This design comes from an exercise in tuning for a short achievable clock period and few clock cycles on the open sky130 flow, not from production work.
The RTL was checked by simulation tests, not by an equivalence proof against the original design.
No activity file was given, so power comes from the tool's default toggle rates.

==> design.v <==
module rv32i_top #(parameter n = 32)
                (
                input  logic          clk,
                input  logic          reset_n,
                output logic [n-1:0]  imem_addr,
                input  logic [n-1:0]  imem_rdata,
                output logic [n-1:0]  dmem_addr,
                output logic [n-1:0]  dmem_wdata,
                output logic          dmem_we,
                output logic          dmem_re,
                input  logic [n-1:0]  dmem_rdata
                );
    logic [31:0] pc_o;          
    logic [31:0] pc_fn;         
    logic [31:0] pc_next;
    wire  [31:0] pc_f = ~pc_fn;
    logic [31:0] rf [1:31];
    logic        d_valid;
    logic [31:0] d_ir, d_pc, d_pc4;
    logic        d_pred, d_tok;
    logic        x_valid;
    logic [31:0] x_a, x_b, x_imm;
    logic [31:0] x_bn;          
    logic [4:0]  x_rd;
    logic [31:1] x_rd_oh;       
    logic        x_wr_alu;      
    logic        x_wr_ld;       
    logic        x_isL, x_isS, x_isB;
    logic        x_pred;        
    logic        x_tok;         
    logic [31:0] x_pc, x_pc4, x_immb;
    logic        x_add, x_sub, x_sll, x_slt, x_sltu, x_xor, x_srl, x_sra, x_or, x_and;
    logic        m_re, m_we;
    logic [31:0] m_addr, m_wdata, m_val;
    logic [4:0]  m_rd;
    logic [31:1] m_rd_oh;       
    logic        m_wr, m_isL;
    logic [31:0] w_val;
    logic [4:0]  w_rd;
    logic [31:1] w_rd_oh;       
    logic        w_wr;
    wire [31:0] in     = imem_rdata;
    wire        f_isB  = (in[6:0] == 7'b1100011);
    wire [12:0] f_immb = {in[31], in[7], in[30:25], in[11:8], 1'b0};
    wire        f_pred = f_isB & ((in[19:15] == in[24:20]) | in[31]);
    wire [13:0] t_lo   = {1'b0, pc_f[12:0]} + {1'b0, f_immb};
    wire [31:0] f_target = {pc_f[31:13], t_lo[12:0]};
    wire [31:0] pc_seq   = pc_f + 32'd4;
    wire [6:0]  opc = d_ir[6:0];
    wire [2:0]  f3  = d_ir[14:12];
    wire [4:0]  rs1 = d_ir[19:15];
    wire [4:0]  rs2 = d_ir[24:20];
    wire [4:0]  rd  = d_ir[11:7];
    wire d_isR = (opc == 7'b0110011);
    wire d_isI = (opc == 7'b0010011);
    wire d_isL = (opc == 7'b0000011);
    wire d_isS = (opc == 7'b0100011);
    wire d_isB = (opc == 7'b1100011);
    wire d_uses_rs2 = d_isR | d_isS | d_isB;
    wire d_rd_nz = (rd != 5'd0);
    wire d_alt = d_ir[30];
    wire d_alu = d_isR | d_isI;
    wire [31:0] imm_i = {{20{d_ir[31]}}, d_ir[31:20]};
    wire [31:0] imm_s = {{20{d_ir[31]}}, d_ir[31:25], d_ir[11:7]};
    wire [31:0] imm_b = {{19{d_ir[31]}}, d_ir[31], d_ir[7], d_ir[30:25], d_ir[11:8], 1'b0};
    wire [31:0] rf_a = (rs1 == 5'd0) ? 32'd0 : rf[rs1];
    wire [31:0] rf_b = (rs2 == 5'd0) ? 32'd0 : rf[rs2];
    wire d_stall = d_valid & x_valid & x_wr_ld &
                   ((rs1 == x_rd) | (d_uses_rs2 & (rs2 == x_rd)));
    wire [31:0] a = x_a;
    wire [31:0] b = x_b;
    wire [31:0] r_add = a + b;
    wire [31:0] r_sub = a - b;
    wire        lt_u  = a < b;
    wire        lt_s  = (a[31] ^ b[31]) ? a[31] : lt_u;
    wire [31:0] r_sll = a << b[4:0];
    wire [31:0] r_srl = a >> b[4:0];
    wire [31:0] r_sra = $signed(a) >>> b[4:0];
    wire [31:0] alu =
          ({32{x_add}}  & r_add)
        | ({32{x_sub}}  & r_sub)
        | ({32{x_sll}}  & r_sll)
        | ({32{x_srl}}  & r_srl)
        | ({32{x_sra}}  & r_sra)
        | ({32{x_xor}}  & (a ^ b))
        | ({32{x_or}}   & (a | b))
        | ({32{x_and}}  & (a & b))
        | {31'd0, (x_slt & lt_s) | (x_sltu & lt_u)};
    wire [31:0] agu     = a + x_imm;
    wire        eq      = &(a ^ x_bn);
    wire [31:0] x_tgt   = x_pc + x_immb;
    wire        fix_t   = x_valid & x_isB &  eq & (~x_pred | ~x_tok);   
    wire        fix_n   = x_valid & x_isB & ~eq & x_pred;               
    wire        mispred = fix_t | fix_n;
    wire [31:0] m_res = m_isL ? dmem_rdata : m_val;
    assign imem_addr  = pc_o;
    assign dmem_addr  = m_addr;
    assign dmem_wdata = m_wdata;
    assign dmem_we    = m_we;
    assign dmem_re    = m_re;
    wire hx_a = x_valid & x_wr_alu & (rs1 == x_rd);
    wire hx_b = x_valid & x_wr_alu & (rs2 == x_rd);
    wire hm_a = m_wr & (rs1 == m_rd);
    wire hm_b = m_wr & (rs2 == m_rd);
    wire hw_a = w_wr & (rs1 == w_rd);
    wire hw_b = w_wr & (rs2 == w_rd);
    wire [31:0] fa = hx_a ? alu : hm_a ? m_res : hw_a ? w_val : rf_a;
    wire [31:0] fb = hx_b ? alu : hm_b ? m_res : hw_b ? w_val : rf_b;
    wire        z_sum  = ((x_a ^ x_b) == {(x_a[30:0] | x_b[30:0]), 1'b0});
    wire        d_zx   = d_isB & x_valid & x_wr_alu & x_add &
                         (((rs1 == x_rd) & (rs2 == 5'd0)) | ((rs2 == x_rd) & (rs1 == 5'd0)));
    wire        d_fix  = d_valid & ~d_stall & ~mispred & d_zx &
                         (z_sum ? (~d_pred | ~d_tok) : d_pred);
    wire [31:0] d_tgt  = d_pc + imm_b;
    always_comb begin
        if (mispred)       pc_next = fix_t ? x_tgt : x_pc4;
        else if (d_fix)    pc_next = z_sum ? d_tgt : d_pc4;
        else if (d_stall)  pc_next = pc_f;
        else if (f_pred)   pc_next = f_target;
        else               pc_next = pc_seq;
    end
    integer i;
    always_ff @(posedge clk, negedge reset_n) begin
        if (!reset_n) begin
            for (i = 1; i < 32; i = i + 1) rf[i] <= '0;
        end else begin
            for (i = 1; i < 32; i = i + 1)
                if (w_rd_oh[i]) rf[i] <= w_val;
        end
    end
    always_ff @(posedge clk, negedge reset_n) begin
        if (!reset_n) begin
            pc_fn <= '1;
            d_valid <= 1'b0;
            x_valid <= 1'b0;
            m_wr <= 1'b0; m_rd_oh <= '0;
            w_wr <= 1'b0; w_rd_oh <= '0;
        end else begin
            w_wr    <= m_wr;
            w_rd_oh <= m_rd_oh;
            m_wr    <= x_valid & (x_wr_alu | x_wr_ld);
            m_rd_oh <= x_valid ? x_rd_oh : '0;
            x_valid <= d_valid & ~d_stall & ~mispred;
            pc_fn <= ~pc_next;
            if (mispred | d_fix) d_valid <= 1'b0;
            else if (!d_stall) d_valid <= 1'b1;
        end
    end
    always_ff @(posedge clk) begin
        pc_o <= reset_n ? pc_next : 32'd0;
        m_re <= reset_n & x_valid & x_isL;
        m_we <= reset_n & x_valid & x_isS;
    end
    always_ff @(posedge clk) begin
        w_val <= m_res;
        w_rd  <= m_rd;
        m_addr  <= agu;
        m_wdata <= b;
        m_val   <= alu;
        m_rd    <= x_rd;
        m_isL   <= x_isL;
        x_a     <= fa;
        x_b     <= d_uses_rs2 ? fb : imm_i;
        x_bn    <= ~fb;
        x_imm   <= d_isS ? imm_s : imm_i;
        x_immb  <= imm_b;
        x_pc    <= d_pc;
        x_pc4   <= d_pc4;
        x_pred  <= d_zx ? z_sum : d_pred;
        x_tok   <= d_zx | d_tok;
        x_rd    <= rd;
        x_wr_alu <= d_alu & d_rd_nz;
        x_wr_ld  <= d_isL & d_rd_nz;
        for (i = 1; i < 32; i = i + 1) x_rd_oh[i] <= (d_alu | d_isL) & (rd == i);
        x_isL <= d_isL; x_isS <= d_isS; x_isB <= d_isB;
        x_add  <= (d_isR & f3 == 3'b000 & ~d_alt) | (d_isI & f3 == 3'b000);
        x_sub  <=  d_isR & f3 == 3'b000 &  d_alt;
        x_sll  <= d_alu & f3 == 3'b001;
        x_slt  <= d_alu & f3 == 3'b010;
        x_sltu <= d_alu & f3 == 3'b011;
        x_xor  <= d_alu & f3 == 3'b100;
        x_srl  <= d_alu & f3 == 3'b101 & ~d_alt;
        x_sra  <= d_alu & f3 == 3'b101 &  d_alt;
        x_or   <= d_alu & f3 == 3'b110;
        x_and  <= d_alu & f3 == 3'b111;
        if (!d_stall) begin
            d_ir   <= in;
            d_pc   <= pc_f;
            d_pc4  <= pc_seq;
            d_pred <= f_pred;
            d_tok  <= (t_lo[13] == in[31]);
        end
    end
endmodule
==> flow/run.sh <==
#!/bin/bash
# Own flow: the standard ORFS flow (standard.sh), with timing repair
# aimed at a larger setup margin so that the layout is optimised beyond
# what the 12 ns clock alone asks for. The clock and constraints are the standard flow's.
# Later make variables on the command line override standard.sh's.
set -e
bash standard.sh SETUP_SLACK_MARGIN=8.5 MATCH_CELL_FOOTPRINT=0 finish > standard.log 2>&1
==> standard.sh <==
#!/bin/bash
# synth_recipe.tcl (not shown) runs the flow's synth.tcl, then flattens the netlist and writes it again
# the make line also repeats each setting of config.mk as NAME=value (left out here)
make -C /OpenROAD-flow-scripts/flow DESIGN_CONFIG=/design/flow/config.mk WORK_HOME=/design/flow/orfs CLKGATE_MAP_FILE= SYNTH_SCRIPT=/design/flow/synth_recipe.tcl "${@:-finish}"
==> config.mk <==
export PLATFORM = sky130hd
export DESIGN_NAME = rv32i_top
export DESIGN_NICKNAME = rv32i_top
export VERILOG_FILES = /design/flow/design.v
export SDC_FILE = /design/flow/constraint.sdc
export NUM_CORES = 4
export LEC_CHECK = 0
export ABC_CLOCK_PERIOD_IN_PS = 2500
export CAP_MARGIN = 20
export CORE_MARGIN = 2
export CORE_UTILIZATION = 40
export CTS_CLUSTER_DIAMETER = 150
export CTS_CLUSTER_SIZE = 20
export SETUP_SLACK_MARGIN = 0.5
export SLEW_MARGIN = 20
==> constraint.sdc <==
create_clock -name core_clock -period 12.0 [get_ports {clk}]
set_input_delay 2.4000 -clock core_clock [delete_from_list [all_inputs] [get_ports {clk}]]
set_output_delay 2.4000 -clock core_clock [all_outputs]
set_load 0.01 [all_outputs]
==> reports/metrics.yaml, run 1 <==
setup_path:
  critPathKind: "in2reg"
  path_max_fanout: 2
  critPathArrivalTime_ps: 4500
  startpoint_type: "input pin"
  required_ps: 12660
  critPathCaptureType: "flop"
  ff2ff_path_depth: 14
synthesis:
  async_flop_share_pct: 68.90
  synth_fa_ha_area_share_pct: 3.163
  yosys.area.top_type: "dfrtp_1"
  ys_seq_elements: 1582
  yosysWarnings: 34
  synth-simple-area-share_pct: 9.598
  synth_xor_xnor_area_share_pct: 2.608
  avgSynthCellArea_um2: 10.66
  synth_top_area_share_pct: 31.78
  synth_edf_count: 96
  yosysUniqueCellTypes: 115
  yosysSeqAreaShare_pct: 45.77
  synth_compound_area_share_pct: 17.81
  synth_ff_type: "dfrtp_1"
  syn_inst: 7812
  synth_top_family_by_area: "compound AO/OA/AOI/OAI gates"
  synth.cell_area_mm2: 0.08330
  synth.most_common_cell: "dfrtp_1"
  yosys-top-cells-area: "dfrtp_1, mux2_2, dfxtp_1"
  synth_commonest_cells: "dfrtp_1, mux2_2, a22oi_1"
  synth_mux_area_share_pct: 17.06
global_route:
  grt_pass1_wl_um: 549700
  track_usage_pct: 36.27
  grt_pass1_vias: 71210
  grt-ovfl-total: 0
  grt_max_degree: 90
  antenna_found_initial: 17
placement:
  gp_congestion: 0.9714
  io_buffers: 163
  pre_cts_slack_ps: 6503
  placed_cells: 10310
  placedInstanceArea_mm2: 0.08804
  hpwl_um: 232800
outcome:
  status: "timing/DRC/antenna clean"
routing:
  wl_um: 399500
  vias: 74910
  routedWlPerCell_um: 37.28
  ant_nets: 0
  firstDrtPassIters: 9
  first_iter_violations: 13590
  via_per_inst: 6.991
  drcViolationCount: 0
clock_network:
  numCtsBuffers: 89
  clock-root-buffer: "clkbuf_16"
  clk_pin_slew_ps: 90
  tritoncts: "done"
  clock_path_buffers: 3
  ctsHtreeMaxLevel: 3
  cts.sinks: 1582
  worstSkewPairLatency_ps: 810
sta:
  fmax_mhz: 260.3
  layout_setup_ws_ps: 8159
  setup_viol: 0
  fin_crit_sh_pct: 32.01
  fin_crit_ps: 3841
  worst_pin_slew_ps: 1311
  maxSlewViolCount: 0
  fin_tns_setup_ps: 0
  final.setup_skew_ps: 75.99
  hold_violations: 0
  relSlewSlack_pct: 12.57
  rsz0062_at_grt: "true"
pwr:
  power_frac_comb_pct: 16.5
  ir_drop_mv: 0.1153
  power_frac_seq_pct: 52.6
  intPower_w: 0.007644
  p_sw_share_pct: 29.53
  power_switching_w: 0.003203
  power_density_mw_per_mm2: 112.2
  clkPwrFrac_pct: 30.8
  p_leak_nw: 41.90
layout:
  fin_cells: 10720
  utilization_pct: 46.69
  final_cell_area_mm2: 0.09667
  final_net_count: 8139
  multiInputGateArea_mm2: 0.04505
  seqCellArea_mm2: 0.03839
  area.growth.synth_to_final_pct: 16.05
  n_fill_cell: 18930
  drive_gt1_share_pct: 30.80
floorplan:
  dieArea_mm2: 0.2119
  core_mm2: 0.2071
  num_rows: 167
  io_pins: 164
  initial_core_util_pct: 40.23
  dieHeight_um: 460.3
  die_w_um: 460.3
min_path:
  hold_class: "reg2reg"
  min_path_cells: 0
flow_run:
  drv_cap: 0
-- logic make-up (layout without fill, tap and decap cells) --
group | Yosys count | in the layout
adders and majority gates | 207 | 207
buffers and inverters | 844 | 947
other | 0 | 10
and+or+nand+nor | 1613 | 1616
xor gates and xnor gates | 248 | 248
muxes | 1207 | 1207
AOI/OAI and AO/OA | 2111 | 2111
DFF | 1582 | 1582
-- flip-flops by register name, summed over array words and instances, names as in the netlist, 31 cells and up --
register / flops
rf: 992
w_rd_oh: 31
pc_fn: 32
m_addr: 32
x_bn: 32
x_b: 32
d_pc: 32
x_a: 32
m_rd_oh: 31
w_val: 32
x_pc4: 32
m_wdata: 32
d_ir: 32
pc_o: 32
m_val: 32
x_rd_oh: 31
-- metal layers --
layer	global-route usage (%)	up-vias	wire length, um
met1	48.65	37560	152500
met3	14.60	1584	61750
met4	20.60	22	28840
li1	-	29330	-
met2	48.85	6412	156100
met5	0.6889	-	253
-- layout by cell type, fill, tap and decap left out, types with 98 or more instances in the layout --
| cell | synthesis | final |
|---|---|---|
| a21oi_1 | 375 | 325 |
| a22oi_1 | 848 | 845 |
| buf_4 | 5 | 293 |
| buf_6 | 4 | 158 |
| clkbuf_16 | 0 | 107 |
| dfrtp_1 | 1058 | 1026 |
| dfxtp_1 | 396 | 268 |
| dfxtp_2 | 0 | 103 |
| ha_1 | 201 | 155 |
| inv_1 | 180 | 170 |
| mux2_2 | 1038 | 1035 |
| mux2i_1 | 102 | 98 |
| nand2_1 | 389 | 382 |
| nand3_1 | 134 | 119 |
| nand4_1 | 172 | 172 |
| nor2_1 | 414 | 347 |
| nor3_1 | 134 | 117 |
| o21ai_0 | 204 | 183 |
| xnor2_1 | 118 | 111 |
| xor2_1 | 130 | 111 |
-- stage by stage --
stage / hold WS, ps / power [W]
after CTS: 323.3 / 0.01066
final: 323.8 / 0.01085
after detailed placement: 334.6 / 0.007221
after floorplan: 324.2 / 0.006579
after global placement: 331.7 / 0.007200
after global routing: 342.6 / 0.01113
-- cell type report --
cell class | instances | area share, %
clock inverters | 7 | 0.1035
flip-flops and latches | 1582 | 39.72
clock buffers | 136 | 2.530
multi-input cells | 5389 | 46.60
repair inverters | 1 | 0.005177
inverters | 184 | 0.7559
well taps | 2788 | 3.608
repair buffers | 619 | 6.650
diodes | 10 | 0.02589
-- repair_timing --
action | CTS | global route
setup endpoints to repair | 812 | 545
hold endpoints to repair | 0 | 0
cloned | 17 | 4
pin swaps | 143 | 121
buffers inserted | 132 | 101
gates resized for setup | 1040 | 295
hold buffers | 0 | 0
-- power groups by stage --
stage               clock, W  sequential (W)  combinational (W)
floorplan                  0         0.00574           0.000841
global placement           0         0.00581            0.00140
detailed placement         0         0.00581            0.00141
CTS                  0.00335         0.00570            0.00161
global route         0.00353         0.00572            0.00187
finish               0.00335         0.00571            0.00179
-- final timing paths --
check | start | end | slack, ps
worst max-delay path | imem_rdata[8] | pc_o[11] | 8160
min in group asynchronous | reset_n | rf[28][7] | 1630
worst min register to register | m_rd_oh[31] | w_rd_oh[31] | 320
worst max register to register | x_a[20] | pc_o[29] | 8270
max in group asynchronous | reset_n | rf[13][2] | 8700
worst min-delay path | m_rd_oh[31] | w_rd_oh[31] | 320
-- worst max-delay path, stage by stage --
cell      delay (ps)
buf_8             80
ha_4             140
inv_2             40
fa_2             350
nor2b_2          140
o2111a_2         240
nor3_4            60
o31ai_4          240
xnor2_2          150
o21ai_1           90
or3_1            380
a21oi_2          150
nor3_2            50
Testbench counts, summed over its fixed seeds: cycles 137,980.
==> run 2, diff against run 1 <==
--- a/design.v
+++ b/design.v
@@ -43,8 +43,7 @@
     wire        f_isB  = (in[6:0] == 7'b1100011);
     wire [12:0] f_immb = {in[31], in[7], in[30:25], in[11:8], 1'b0};
     wire        f_pred = f_isB & ((in[19:15] == in[24:20]) | in[31]);
-    wire [13:0] t_lo   = {1'b0, pc_f[12:0]} + {1'b0, f_immb};
-    wire [31:0] f_target = {pc_f[31:13], t_lo[12:0]};
+    wire        t_c13;              
     wire [31:0] pc_seq   = pc_f + 32'd4;
     wire [6:0]  opc = d_ir[6:0];
     wire [2:0]  f3  = d_ir[14:12];
@@ -112,13 +111,20 @@
     wire        d_fix  = d_valid & ~d_stall & ~mispred & d_zx &
                          (z_sum ? (~d_pred | ~d_tok) : d_pred);
     wire [31:0] d_tgt  = d_pc + imm_b;
+    logic [31:0] pc_alt;
     always_comb begin
-        if (mispred)       pc_next = fix_t ? x_tgt : x_pc4;
-        else if (d_fix)    pc_next = z_sum ? d_tgt : d_pc4;
-        else if (d_stall)  pc_next = pc_f;
-        else if (f_pred)   pc_next = f_target;
-        else               pc_next = pc_seq;
-    end
+        if (mispred)       pc_alt = fix_t ? x_tgt : x_pc4;
+        else if (d_fix)    pc_alt = z_sum ? d_tgt : d_pc4;
+        else if (d_stall)  pc_alt = pc_f;
+        else               pc_alt = pc_seq;
+    end
+    wire use_tgt = f_pred & ~mispred & ~d_fix & ~d_stall;
+    logic [31:0] pc_o_next;
+    br_next bnext(
+        .a(pc_f[12:0]), .b(f_immb), .hi(pc_f[31:13]),
+        .sel_f(use_tgt), .oth_f(pc_alt),
+        .sel_o(use_tgt & reset_n), .oth_o(reset_n ? pc_alt : 32'd0),
+        .out_f(pc_next), .out_o(pc_o_next), .cout(t_c13));
     integer i;
     always_ff @(posedge clk, negedge reset_n) begin
         if (!reset_n) begin
@@ -147,7 +153,7 @@
         end
     end
     always_ff @(posedge clk) begin
-        pc_o <= reset_n ? pc_next : 32'd0;
+        pc_o <= pc_o_next;
         m_re <= reset_n & x_valid & x_isL;
         m_we <= reset_n & x_valid & x_isS;
     end
@@ -188,7 +194,43 @@
             d_pc   <= pc_f;
             d_pc4  <= pc_seq;
             d_pred <= f_pred;
-            d_tok  <= (t_lo[13] == in[31]);
+            d_tok  <= (t_c13 == in[31]);
         end
     end
 endmodule
+module br_next (
+    input  logic [12:0] a,
+    input  logic [12:0] b,
+    input  logic [31:13] hi,
+    input  logic        sel_f,
+    input  logic [31:0] oth_f,
+    input  logic        sel_o,
+    input  logic [31:0] oth_o,
+    output logic [31:0] out_f,
+    output logic [31:0] out_o,
+    output logic        cout
+);
+    logic [12:0] g0, p0, g1, p1, g2, p2, g3, p3, g4;
+    assign g0 = a & b;
+    assign p0 = a ^ b;
+    always_comb begin
+        for (int i = 0; i < 13; i++) begin
+            g1[i] = (i >= 1) ? (g0[i] | (p0[i] & g0[i-1])) : g0[i];
+            p1[i] = (i >= 1) ? (p0[i] & p0[i-1]) : p0[i];
+        end
+        for (int i = 0; i < 13; i++) begin
+            g2[i] = (i >= 2) ? (g1[i] | (p1[i] & g1[i-2])) : g1[i];
+            p2[i] = (i >= 2) ? (p1[i] & p1[i-2]) : p1[i];
+        end
+        for (int i = 0; i < 13; i++) begin
+            g3[i] = (i >= 4) ? (g2[i] | (p2[i] & g2[i-4])) : g2[i];
+            p3[i] = (i >= 4) ? (p2[i] & p2[i-4]) : p2[i];
+        end
+        for (int i = 0; i < 13; i++)
+            g4[i] = (i >= 8) ? (g3[i] | (p3[i] & g3[i-8])) : g3[i];
+    end
+    wire [31:0] tgt = {hi, p0 ^ {g4[11:0], 1'b0}};
+    assign cout  = g4[12];
+    assign out_f = sel_f ? tgt : oth_f;
+    assign out_o = sel_o ? tgt : oth_o;
+endmodule
==> flow/run.sh (replaced) <==
#!/bin/bash
# Own flow: the standard ORFS flow (standard.sh) with two changes:
#  - timing repair aims at a larger setup margin, so that the layout is
#    optimised beyond what the 12 ns clock alone asks for;
#  - synthesis leaves adders to ABC (ADDER_MAP_FILE empty) instead of
#    mapping them onto full/half-adder cells, which gives faster adders.
#    Registers are mapped exactly as in the standard synthesis.
# The clock, the constraints and everything else are the standard flow's. Later make
# variables on the command line override standard.sh's. The whole output
# goes to standard.log; ORFS keeps each step's log under orfs/logs.
set -e
bash standard.sh SETUP_SLACK_MARGIN=8.5 MATCH_CELL_FOOTPRINT=0 ADDER_MAP_FILE= finish > standard.log 2>&1
--- a/config.mk
+++ b/config.mk
@@ -13,3 +13,5 @@
 export CTS_CLUSTER_SIZE = 20
 export SETUP_SLACK_MARGIN = 0.5
 export SLEW_MARGIN = 20
+export SYNTH_HIERARCHICAL = 1
+export SYNTH_MINIMUM_KEEP_SIZE = 0
==> reports/metrics.yaml, run 2 <==
floorplan:
  core_mm2: 0.2077
  initial_core_util_pct: 40.33
  dieHeight_um: 461.6
  die_w_um: 461.6
  io_pins: 164
  dieArea_mm2: 0.2131
  num_rows: 167
routing:
  via_per_inst: 7.103
  dr_wl_met2_um: 158900
  top_layer: "met5"
  firstDrtPassIters: 13
  first_iter_violations: 15700
  dr_wl_met3_um: 65240
  routedWlPerCell_um: 37.50
  wl_um: 409700
  drcViolationCount: 0
  vias: 77610
  wl_met1_um: 154800
  ant_nets: 0
layout:
  final_common_cell: "mux2_2"
  final_cell_mix: "mux2_2, dfrtp_1, a22oi_1"
  largest_register: "rf"
  n_fill_cell: 18970
  largest_register_ffs: 992
  area.growth.synth_to_final_pct: 17.45
  drive_gt1_share_pct: 32.21
  final_net_count: 8136
synthesis:
  synth_ff_type: "dfrtp_1"
  synth.cell_area_mm2: 0.08376
  synth.most_common_cell: "mux2_2"
  synth_commonest_cells: "mux2_2, dfrtp_1, a22oi_1"
  synth_compound_area_share_pct: 17.36
  synth_edf_count: 96
  avgSynthCellArea_um2: 10.41
  synth_fa_ha_area_share_pct: 0.7230
  yosysUniqueCellTypes: 118
  ys_seq_elements: 1582
  synth_top_family_by_area: "multiplexers"
  yosysSeqAreaShare_pct: 45.52
  yosysWarnings: 41
  yosys-top-cells-area: "dfrtp_1, mux2_2, dfxtp_1"
  yosys.area.top_type: "dfrtp_1"
  synth-simple-area-share_pct: 10.58
  synth_mux_area_share_pct: 17.52
  syn_inst: 8050
  synth_top_area_share_pct: 31.61
  async_flop_share_pct: 68.90
  synth_xor_xnor_area_share_pct: 3.873
setup_path:
  critPathKind: "reg2reg"
  r2r-start: "x_a[28]"
  timing.rr.end: "pc_o[1]"
  worstPathCellList: "buf_12, or2_4, or4_4, a22oi_2, nand4_4, buf_12, o21a_4, o31ai_4, buf_4, buf_6, buf_8, buf_6, nor3_4, buf_12, buf_8, buf_6, mux2_4"
  critPathArrivalTime_ps: 4440
  critPathCaptureType: "flop"
  crit_path_max_incr_delay_ps: 560
  cp_slowest_cell: "or4_4"
  required_ps: 12690
  path_max_fanout: 16
  startpoint_type: "flop"
  ff2ff_path_depth: 17
  r2r_slack_ps: 8250
sta:
  setup_viol: 0
  fin_tns_setup_ps: 0
  fin_crit_ps: 3754
  rsz0062_at_grt: "true"
  final.setup_skew_ps: 120.6
  fmax_mhz: 266.4
  holdWs_ps: 346.4
  hold_violations: 0
  relSlewSlack_pct: 14.21
  maxSlewViolCount: 0
  fin_crit_sh_pct: 31.29
  worst_pin_slew_ps: 1287
min_path:
  hold_end: "w_rd_oh[26]"
  min_path_cells: 0
  hp-start: "m_rd_oh[26]"
  hold_class: "reg2reg"
placement:
  gp_congestion: 0.9901
  hpwl_um: 237000
  io_buffers: 163
clock_network:
  clock_path_buffers: 3
  clock-root-buffer: "clkbuf_16"
  clk_pin_slew_ps: 80
  tritoncts: "done"
  cts.sinks: 1582
  numCtsBuffers: 89
  ctsHtreeMaxLevel: 3
  worstSkewPairLatency_ps: 850
global_route:
  track_usage_pct: 36.67
  grt_max_degree: 87
  antenna_found_initial: 16
  grt-ovfl-total: 0
  grt_pass1_wl_um: 559100
  grt_pass1_vias: 72490
flow_run:
  drv_cap: 0
outcome:
  status: "timing/DRC/antenna clean"
pwr:
  ir_drop_mv: 0.1212
  p_leak_nw: 41.31
  power_density_mw_per_mm2: 111.3
-- run 2: stage by stage --
step	setup WS, ps	util [%]	instance area (um2)	std cells	power, W
after floorplan	7997	-	83950	8053	0.006706
after detailed placement	6564	42.46	88180	10450	0.007324
after global placement	6606	42.46	88180	10450	0.007315
final	8246	47.36	98370	10930	0.01095
after global routing	8146	47.35	98340	10910	0.01125
after CTS	8234	45.85	95240	10780	0.01075
-- run 2: critical path: cells and delay by family (launching register included) --
family                 cells  cell delay (ps)
DFF                        1              340
muxes                      1              300
and+or+nand+nor            4             1010
AOI/OAI and AO/OA          3              700
buffers and inverters      9             1250
-- run 2: logic make-up (layout without fill, tap and decap cells) --
logic type                 count (synthesis)  in the layout
AOI/OAI and AO/OA                       2081           2081
and+or+nand+nor                         1779           1779
DFF                                     1582           1582
muxes                                   1243           1243
buffers and inverters                    940           1011
xor gates and xnor gates                 364            364
adders and majority gates                 60             60
other                                      1             18
-- run 2: worst max-delay path by stage --
stage,start,to,slack [ps],depth (start not counted)
after global placement,reset_n,rf[9][28],6610,4
final,x_a[28],pc_o[1],8250,17
after detailed placement,reset_n,rf[13][28],6560,4
after CTS,m_wdata[30],dmem_wdata[30],8230,1
after floorplan,imem_rdata[20],pc_o[10],8000,9
after global routing,x_a[25],pc_o[11],8150,17
-- run 2: layer usage --
layer,vias to the layer above,track usage [%]
li1,30050,-
met1,38690,49.54
met2,7036,49.05
met3,1814,14.99
met4,23,20.67
met5,-,0
-- run 2: cell type report --
| cell class | count | area, um2 | area share (%) |
|---|---|---|---|
| Multi-Input combinational cell | 5531 | 45180 | 45.93 |
| Antenna cell | 14 | 35.03 | 0.03561 |
| Timing Repair Buffer | 698 | 7921 | 8.052 |
| Sequential cell | 1582 | 38500 | 39.13 |
| Clock buffer | 136 | 2414 | 2.453 |
| Inverter | 168 | 660.6 | 0.6716 |
| Clock inverter | 9 | 175.2 | 0.1781 |
| Tap cell | 2788 | 3488 | 3.546 |
-- run 2: timing repair --
action,in CTS,in global routing
pin swaps,109,78
hold buffers,0,0
setup buffers,160,114
gates resized for setup,1031,386
endpoints found under the setup margin,937,609
cloned,30,18
-- run 2: power breakdown --
part / internal (W) / total (W) / switching, W
clock: 0.00141 / 0.00338 / 0.00196
combinational: 0.000682 / 0.00182 / 0.00114
sequential: 0.00553 / 0.00575 / 0.000216
-- run 2: Yosys stat by module (local to each module, per instance) --
module	area, um2	flops+latches	cells
rv32i_top	82320	1582	7846
br_next	1444	0	204
Testbench counts of run 2, summed over its fixed seeds: cycles 137,980.
==> run 3, diff against run 2 <==
--- a/config.mk
+++ b/config.mk
@@ -8,7 +8,7 @@
 export ABC_CLOCK_PERIOD_IN_PS = 2500
 export CAP_MARGIN = 20
 export CORE_MARGIN = 2
-export CORE_UTILIZATION = 40
+export CORE_UTILIZATION = 50
 export CTS_CLUSTER_DIAMETER = 150
 export CTS_CLUSTER_SIZE = 20
 export SETUP_SLACK_MARGIN = 0.5
==> reports/metrics.yaml, run 3 <==
layout:
  n_fill_cell: 14190
  final_common_cell: "mux2_2"
  drive_gt1_share_pct: 31.32
  final_net_count: 8112
  largest_register: "rf"
  seqCellArea_mm2: 0.03839
  final_cell_area_mm2: 0.09654
  utilization_pct: 57.86
  final_cell_mix: "mux2_2, dfrtp_1, a22oi_1"
  multiInputGateArea_mm2: 0.04497
  largest_register_ffs: 992
  area.growth.synth_to_final_pct: 15.26
sta:
  setup_viol: 0
  fin_crit_ps: 3782
  hold_violations: 0
  fin_tns_setup_ps: 0
  worst_pin_slew_ps: 1276
  relSlewSlack_pct: 14.93
  rsz0062_at_grt: "true"
  holdWs_ps: 343.3
  maxSlewViolCount: 0
  final.setup_skew_ps: 48.62
  fmax_mhz: 264.4
  fin_crit_sh_pct: 31.52
clock_network:
  ctsHtreeMaxLevel: 3
  worstSkewPairLatency_ps: 780
  clock_path_buffers: 3
  numCtsBuffers: 89
  cts.sinks: 1582
  clock-root-buffer: "clkbuf_16"
  clk_pin_slew_ps: 90
  tritoncts: "done"
  postCtsHoldBufs: 0
routing:
  vias: 76930
  routedWlPerCell_um: 38.98
  firstDrtPassIters: 13
  drcViolationCount: 0
  first_iter_violations: 14670
  via_per_inst: 7.468
  wl_um: 401500
  ant_nets: 0
setup_path:
  critPathCaptureType: "flop"
  ff2ff_path_depth: 16
  critPathArrivalTime_ps: 4440
  critPathKind: "reg2reg"
  r2r_slack_ps: 8220
  r2r-start: "x_a[23]"
  timing.rr.end: "pc_o[13]"
  startpoint_type: "flop"
  path_max_fanout: 6
  required_ps: 12660
floorplan:
  num_rows: 150
  initial_core_util_pct: 50.20
  io_pins: 164
  dieArea_mm2: 0.1708
  core_mm2: 0.1668
  dieHeight_um: 413.3
  die_w_um: 413.3
synthesis:
  yosys.area.top_type: "dfrtp_1"
  synth.cell_area_mm2: 0.08376
  yosysSeqAreaShare_pct: 45.52
  syn_inst: 8050
  synth_commonest_cells: "mux2_2, dfrtp_1, a22oi_1"
  synth.most_common_cell: "mux2_2"
  async_flop_share_pct: 68.90
  yosysWarnings: 41
  ys_seq_elements: 1582
  synth_edf_count: 96
  synth_top_area_share_pct: 31.61
  avgSynthCellArea_um2: 10.41
  yosysUniqueCellTypes: 118
  yosys-top-cells-area: "dfrtp_1, mux2_2, dfxtp_1"
  synth_ff_type: "dfrtp_1"
global_route:
  grt-ovfl-total: 0
  antenna_found_initial: 13
  track_usage_pct: 45.03
  grt_pass1_vias: 71920
  grt_max_degree: 143
  grt_pass1_wl_um: 549200
placement:
  io_buffers: 163
  placedInstanceArea_mm2: 0.08751
  gp_congestion: 1.024
  hpwl_um: 228900
min_path:
  min_path_cells: 0
  hold_end: "w_rd_oh[12]"
  hp-start: "m_rd_oh[12]"
  hold_class: "reg2reg"
flow_run:
  drv_cap: 0
outcome:
  status: "timing/DRC/antenna clean"
pwr:
  ir_drop_mv: 0.1395
  p_leak_nw: 40.99
  power_density_mw_per_mm2: 112.3
run 3: changes by cell type in the layout (fill, tap and decap cells not counted), moves of 8 or more:
cell,delta
dfrtp_2,+15
dfrtp_4,-15
o21ai_0,+8
buf_6,-11
dfxtp_1,+22
a21oi_1,+9
dfxtp_4,-16
clkbuf_1,-8
buf_8,-12
buf_12,-18
buf_2,+20
run 3: logic make-up (layout without fill, tap and decap cells):
kind of cell	after synthesis	in the layout	synth area share (%)
AOI/OAI and AO/OA	2081	2081	17.36
and+or+nand+nor	1779	1779	10.58
DFF	1582	1582	45.52
muxes	1243	1243	17.52
buffers and inverters	940	977	4.413
xor gates and xnor gates	364	364	3.873
adders and majority gates	60	60	0.7230
other	1	11	0.004477
run 3: how the worst max path moves through the flow:
stage,startpoint,end,slack (ps),cells past startpoint
6_report,x_a[23],pc_o[13],8220,16
5_1_grt,x_a[6],pc_o[16],8150,16
4_1_cts,x_a[29],pc_o[11],8280,18
3_5_place_dp,reset_n,rf[29][3],6460,4
3_3_place_gp,reset_n,rf[23][3],6520,4
2_1_floorplan,imem_rdata[20],pc_o[10],8000,9
run 3: layer usage:
layer | GRT usage [%] | up-vias | part of all wire [%]
li1 | - | 29990 | -
met1 | 60.75 | 38100 | 37
met2 | 60.73 | 7027 | 39
met3 | 18.95 | 1781 | 16
met4 | 24.10 | 26 | 7.5
met5 | 0.5088 | - | 0.066
run 3: power by group:
part	total (W)	internal, W	switching [W]
Combinational	0.00176	0.000652	0.00111
Clock	0.00333	0.00143	0.00190
Sequential	0.00575	0.00553	0.000211
Total	0.0108	0.00762	0.00322
run 3: timing repair:
action | 4_1_cts | 5_1_grt
gates cloned | 25 | 19
pin swaps | 100 | 77
resized for setup | 962 | 310
setup buffers | 155 | 86
endpoints found under the setup margin | 968 | 316
run 3: critical path, cell delays in order (launching register included):
cell       delay, ps
dfxtp_4          360
buf_12           130
xnor2_4          290
xnor2_4          200
nand4_1          220
nor4b_4          370
nand4_4          250
buf_6            200
nor3_4           280
buf_6            150
nor3b_4           50
buf_6            120
clkbuf_16        150
buf_6            110
a311o_1          350
and2_1           160
mux2_4           270
run 3: metrics by stage:
stage	std cells	worst slack (ps)	power (W)
finish	10300	8218	0.01084
global route	10300	8150	0.01113
floorplan	8053	7997	0.006706
global placement	9874	6525	0.007311
CTS	10190	8278	0.01068
detailed placement	9874	6458	0.007321
run 3: final cells by class:
type,count,share of cell area (%)
Antenna cell,7,0.01814
Clock buffer,131,2.558
Clock inverter,4,0.04147
Inverter,168,0.6856
Multi-Input combinational cell,5531,46.58
Sequential cell,1582,39.77
Tap cell,2204,2.856
Timing Repair Buffer,674,7.489
run 3: per-module statistics from Yosys (local to each module, per instance):
module	times used	area (um2)
br_next	1	1444
rv32i_top	1	82320

[what the ideal ports hide]
How much do the figures lean on ideal ports? The routed layouts below were timed once more, with nothing changed but the port constraints.
Step 1 (the two cells are an assumption about what drives the block):
set clk [get_ports {clk}]
set_driving_cell -lib_cell sky130_fd_sc_hd__clkbuf_16 $clk
set_driving_cell -lib_cell sky130_fd_sc_hd__buf_2 [delete_from_list [all_inputs] $clk]
Step 2 times the ports against the registers' clock, not the clock port: input delays grow and output delays shrink by t, the midpoint of the rising clock arrivals with the driver on.
Slacks: no drivers / after step 1 / after step 2; pairs: no drivers / after step 1.
| run | t (ns) | setup WS [ns] | clock arrival spread, ns | worst slew at a driven data input, ns |
|---|---|---|---|---|
| run 1 | 0.866 | 8.159 / 8.192 / 7.326 | 0.078 / 0.078 | 0.07 |
| run 2 | 0.879 | 8.246 / 8.179 / 7.567 | 0.121 / 0.121 | 0.07 |
| run 3 | 0.836 | 8.218 / 8.106 / 7.271 | 0.059 / 0.059 | 0.24 |
After both steps every run listed still meets setup and hold. For run 3, which loses most, drivers alone change the setup slack by -0.112 ns; drivers and shift together by -0.947 ns.
